Background: an optimization exercise with open tools, aiming at small area, a short achievable clock period and few clock cycles per item. Do not read the settings as production practice.
Function was checked by simulation only, so behaviour that the tests miss may differ from the original.

## the previous run
==> flow/design.v <==
module calc_core (
	input             clk,
	input             rst,
	input             start,
	input      [9:0]  op,
	input      [19:0] a,
	input      [19:0] b,
	output            busy,
	output reg        done,
	output reg [19:0] result,
	output            neg,
	output     [47:0] hex
	);
	localparam OP_ADD  = 10'b0000000001;
	localparam OP_SUB  = 10'b0000000010;
	localparam OP_MUL  = 10'b0000000100;
	localparam OP_DIV  = 10'b0000001000;
	localparam OP_LOG  = 10'b1000000001;
	localparam OP_POW  = 10'b1000000010;
	localparam OP_FACT = 10'b1000000100;
	localparam OP_D2R  = 10'b1000001000;
	localparam N = 5;  
	reg        busy_r;
	reg        mode_pow;    
	reg        divz;        
	reg        acc1;        
	reg [19:0] ra;          
	reg [19:0] rb;          
	reg [1:0]  cnt;         
	assign busy = busy_r;
	assign neg  = result[19];
	wire accept = start & ~busy_r;
	wire        op_pow = (op == OP_POW);
	wire        pmul   = rb[0] & ~acc1;            
	wire [19:0] mx = busy_r ? (pmul ? result : ra) : a;
	wire [19:0] my = busy_r ? ra : (op_pow ? a : b);
	wire [19:0] prod = mx * my;
	function [19:0] fact_lut;
		input [4:0] x;
		begin
			case (x)
			5'd0: fact_lut = 20'd1;
			5'd1: fact_lut = 20'd1;
			5'd2: fact_lut = 20'd2;
			5'd3: fact_lut = 20'd6;
			5'd4: fact_lut = 20'd24;
			5'd5: fact_lut = 20'd120;
			5'd6: fact_lut = 20'd720;
			5'd7: fact_lut = 20'd5040;
			5'd8: fact_lut = 20'd40320;
			5'd9: fact_lut = 20'd362880;
			5'd10: fact_lut = 20'd483072;
			5'd11: fact_lut = 20'd70912;
			5'd12: fact_lut = 20'd850944;
			5'd13: fact_lut = 20'd576512;
			5'd14: fact_lut = 20'd731136;
			5'd15: fact_lut = 20'd481280;
			5'd16: fact_lut = 20'd360448;
			5'd17: fact_lut = 20'd884736;
			5'd18: fact_lut = 20'd196608;
			5'd19: fact_lut = 20'd589824;
			5'd20: fact_lut = 20'd262144;
			5'd21: fact_lut = 20'd262144;
			5'd22: fact_lut = 20'd524288;
			5'd23: fact_lut = 20'd524288;
			default: fact_lut = 20'd0;
			endcase
		end
	endfunction
	reg [19:0] log_r;
	integer k;
	always @* begin
		log_r = 20'd0;
		for (k = 1; k < 20; k = k + 1)
			if (a[k]) log_r = k;
	end
	wire [19:0] fact_r = (a < 20'd24) ? fact_lut(a[4:0]) : 20'd0;
	wire [19:0] d2r_r  = a / 20'd60;
	reg [19:0] dq, dr;
	reg [20:0] dt;
	reg [21:0] dd;
	integer s;
	always @* begin
		dr = ra;
		dq = result;
		for (s = 0; s < N; s = s + 1) begin
			dt = {dr, dq[19]};
			dq = {dq[18:0], 1'b0};
			dd = {1'b0, dt} - {2'b0, rb};
			if (!dd[21]) begin
				dr = dd[19:0];
				dq[0] = 1'b1;
			end else
				dr = dt[19:0];
		end
	end
	wire ge3 = ({15'd0, a[19:15]} >= b);
	wire ge2 = ({10'd0, a[19:10]} >= b);
	wire ge1 = ({5'd0,  a[19:5]}  >= b);
	wire ge0 = (a >= b);
	always @(posedge clk) begin
		done <= 1'b0;
		if (rst) begin
			busy_r <= 1'b0;
		end else if (!busy_r) begin
			if (start) begin
				divz <= 1'b0;
				case (op)
				OP_ADD:  begin result <= a + b; done <= 1'b1; end
				OP_SUB:  begin result <= a - b; done <= 1'b1; end
				OP_MUL:  begin result <= prod;  done <= 1'b1; end
				OP_LOG:  begin result <= log_r; done <= 1'b1; end
				OP_FACT: begin result <= fact_r; done <= 1'b1; end
				OP_D2R:  begin result <= d2r_r; done <= 1'b1; end
				OP_DIV: begin
					rb <= b;
					mode_pow <= 1'b0;
					if (b == 20'd0) begin
						result <= 20'd0; divz <= 1'b1; done <= 1'b1;
					end else if (ge3) begin
						ra <= 20'd0; result <= a; cnt <= 2'd3; busy_r <= 1'b1;
					end else if (ge2) begin
						ra <= {15'd0, a[19:15]}; result <= {a[14:0], 5'd0}; cnt <= 2'd2; busy_r <= 1'b1;
					end else if (ge1) begin
						ra <= {10'd0, a[19:10]}; result <= {a[9:0], 10'd0}; cnt <= 2'd1; busy_r <= 1'b1;
					end else if (ge0) begin
						ra <= {5'd0, a[19:5]}; result <= {a[4:0], 15'd0}; cnt <= 2'd0; busy_r <= 1'b1;
					end else begin
						result <= 20'd0; done <= 1'b1;
					end
				end
				OP_POW: begin
					mode_pow <= 1'b1;
					if (b == 20'd0) begin
						result <= a; done <= 1'b1;
					end else begin
						result <= b[0] ? a : 20'd1;
						acc1 <= ~b[0];
						ra <= prod;
						rb <= {1'b0, b[19:1]};
						if (b[19:1] == 19'd0) done <= 1'b1;
						else busy_r <= 1'b1;
					end
				end
				default: begin result <= 20'd63; done <= 1'b1; end
				endcase
			end
		end else if (!mode_pow) begin
			ra <= dr;
			result <= dq;
			cnt <= cnt - 2'd1;
			if (cnt == 2'd0) begin
				busy_r <= 1'b0; done <= 1'b1;
			end
		end else begin
			if (rb[0]) begin
				if (acc1) begin
					result <= ra;
					acc1 <= 1'b0;
					ra <= prod;
					rb <= {1'b0, rb[19:1]};
				end else begin
					result <= prod;
					rb[0] <= 1'b0;
				end
				if (rb[19:1] == 19'd0) begin
					busy_r <= 1'b0; done <= 1'b1;
				end
			end else begin
				ra <= prod;
				rb <= {1'b0, rb[19:1]};
			end
		end
	end
	function [7:0] seg;
		input [3:0] d;
		begin
			case (d)
			4'd0: seg = 8'b11000000;
			4'd1: seg = 8'b11111001;
			4'd2: seg = 8'b10100100;
			4'd3: seg = 8'b10110000;
			4'd4: seg = 8'b10011001;
			4'd5: seg = 8'b10010010;
			4'd6: seg = 8'b10000010;
			4'd7: seg = 8'b11111000;
			4'd8: seg = 8'b10000000;
			4'd9: seg = 8'b10010000;
			default: seg = 8'b11111111;
			endcase
		end
	endfunction
	wire [19:0] mag = result[19] ? (~result + 20'd1) : result;
	reg [23:0] bcd;
	integer i;
	always @* begin
		bcd = 24'd0;
		for (i = 19; i >= 0; i = i - 1) begin
			if (bcd[3:0]   >= 4'd5) bcd[3:0]   = bcd[3:0]   + 4'd3;
			if (bcd[7:4]   >= 4'd5) bcd[7:4]   = bcd[7:4]   + 4'd3;
			if (bcd[11:8]  >= 4'd5) bcd[11:8]  = bcd[11:8]  + 4'd3;
			if (bcd[15:12] >= 4'd5) bcd[15:12] = bcd[15:12] + 4'd3;
			if (bcd[19:16] >= 4'd5) bcd[19:16] = bcd[19:16] + 4'd3;
			if (bcd[23:20] >= 4'd5) bcd[23:20] = bcd[23:20] + 4'd3;
			bcd = {bcd[22:0], mag[i]};
		end
	end
	assign hex = divz ? 48'hFB8EAB_FFFFFF :
		{seg(bcd[23:20]), seg(bcd[19:16]), seg(bcd[15:12]),
		 seg(bcd[11:8]), seg(bcd[7:4]), seg(bcd[3:0])};
endmodule
make LEC_CHECK=0 ABC_AREA=1 CAP_MARGIN=20 CORE_MARGIN=2 CORE_UTILIZATION=40 SLEW_MARGIN=20 finish   # period 55.0 ns
run.sh (not shown) runs the stock make flow with config.mk's settings and CLKGATE_MAP_FILE= SYNTH_SCRIPT=/design/flow/synth_recipe.tcl, a recipe that flattens the netlist after the stock synthesis.
Per the final summary, the previous run finished and its layout is clean on timing, DRC and antenna.
Testbench counts of the previous run, summed over its fixed seeds: cycles 3,024, items 1,920.
Setup changes, the previous run to the current run
Settings: clearing ABC_AREA, which used to be 1.
## What came out
- Going from the previous run to the current run, number of stages on the worst hold path has decreased; number of cells on the critical path now smaller.
- Cmp the current run vs the previous run: final period utilization higher in the current run

-- separate check: timing with driven ports --
How much do the figures lean on ideal ports? The routed layouts below were timed once more, with nothing changed but the port constraints.
Step 1 assumes that a clkbuf_16 drives the clock port and a buf_2 every other input.
Step 2 adds t to the input delays and takes it off the output delays; t is the mean of the earliest and latest rising clock arrival at the registers after step 1. Input paths then give back, and output paths get back, about the clock's delay inside the block.
Slacks: no drivers / after step 1 / after step 2; pairs: no drivers / after step 1.
run | shift t [ns] | setup slack, ns | worst setup path after step 2 | cell pins on the clock port's net
the previous run | 0.413 | 25.020 / 24.975 / 25.389 | register to output | 1
the current run | 0.387 | 17.032 / 16.984 / 17.371 | register to output | 1
After both steps every run listed still meets setup and hold.
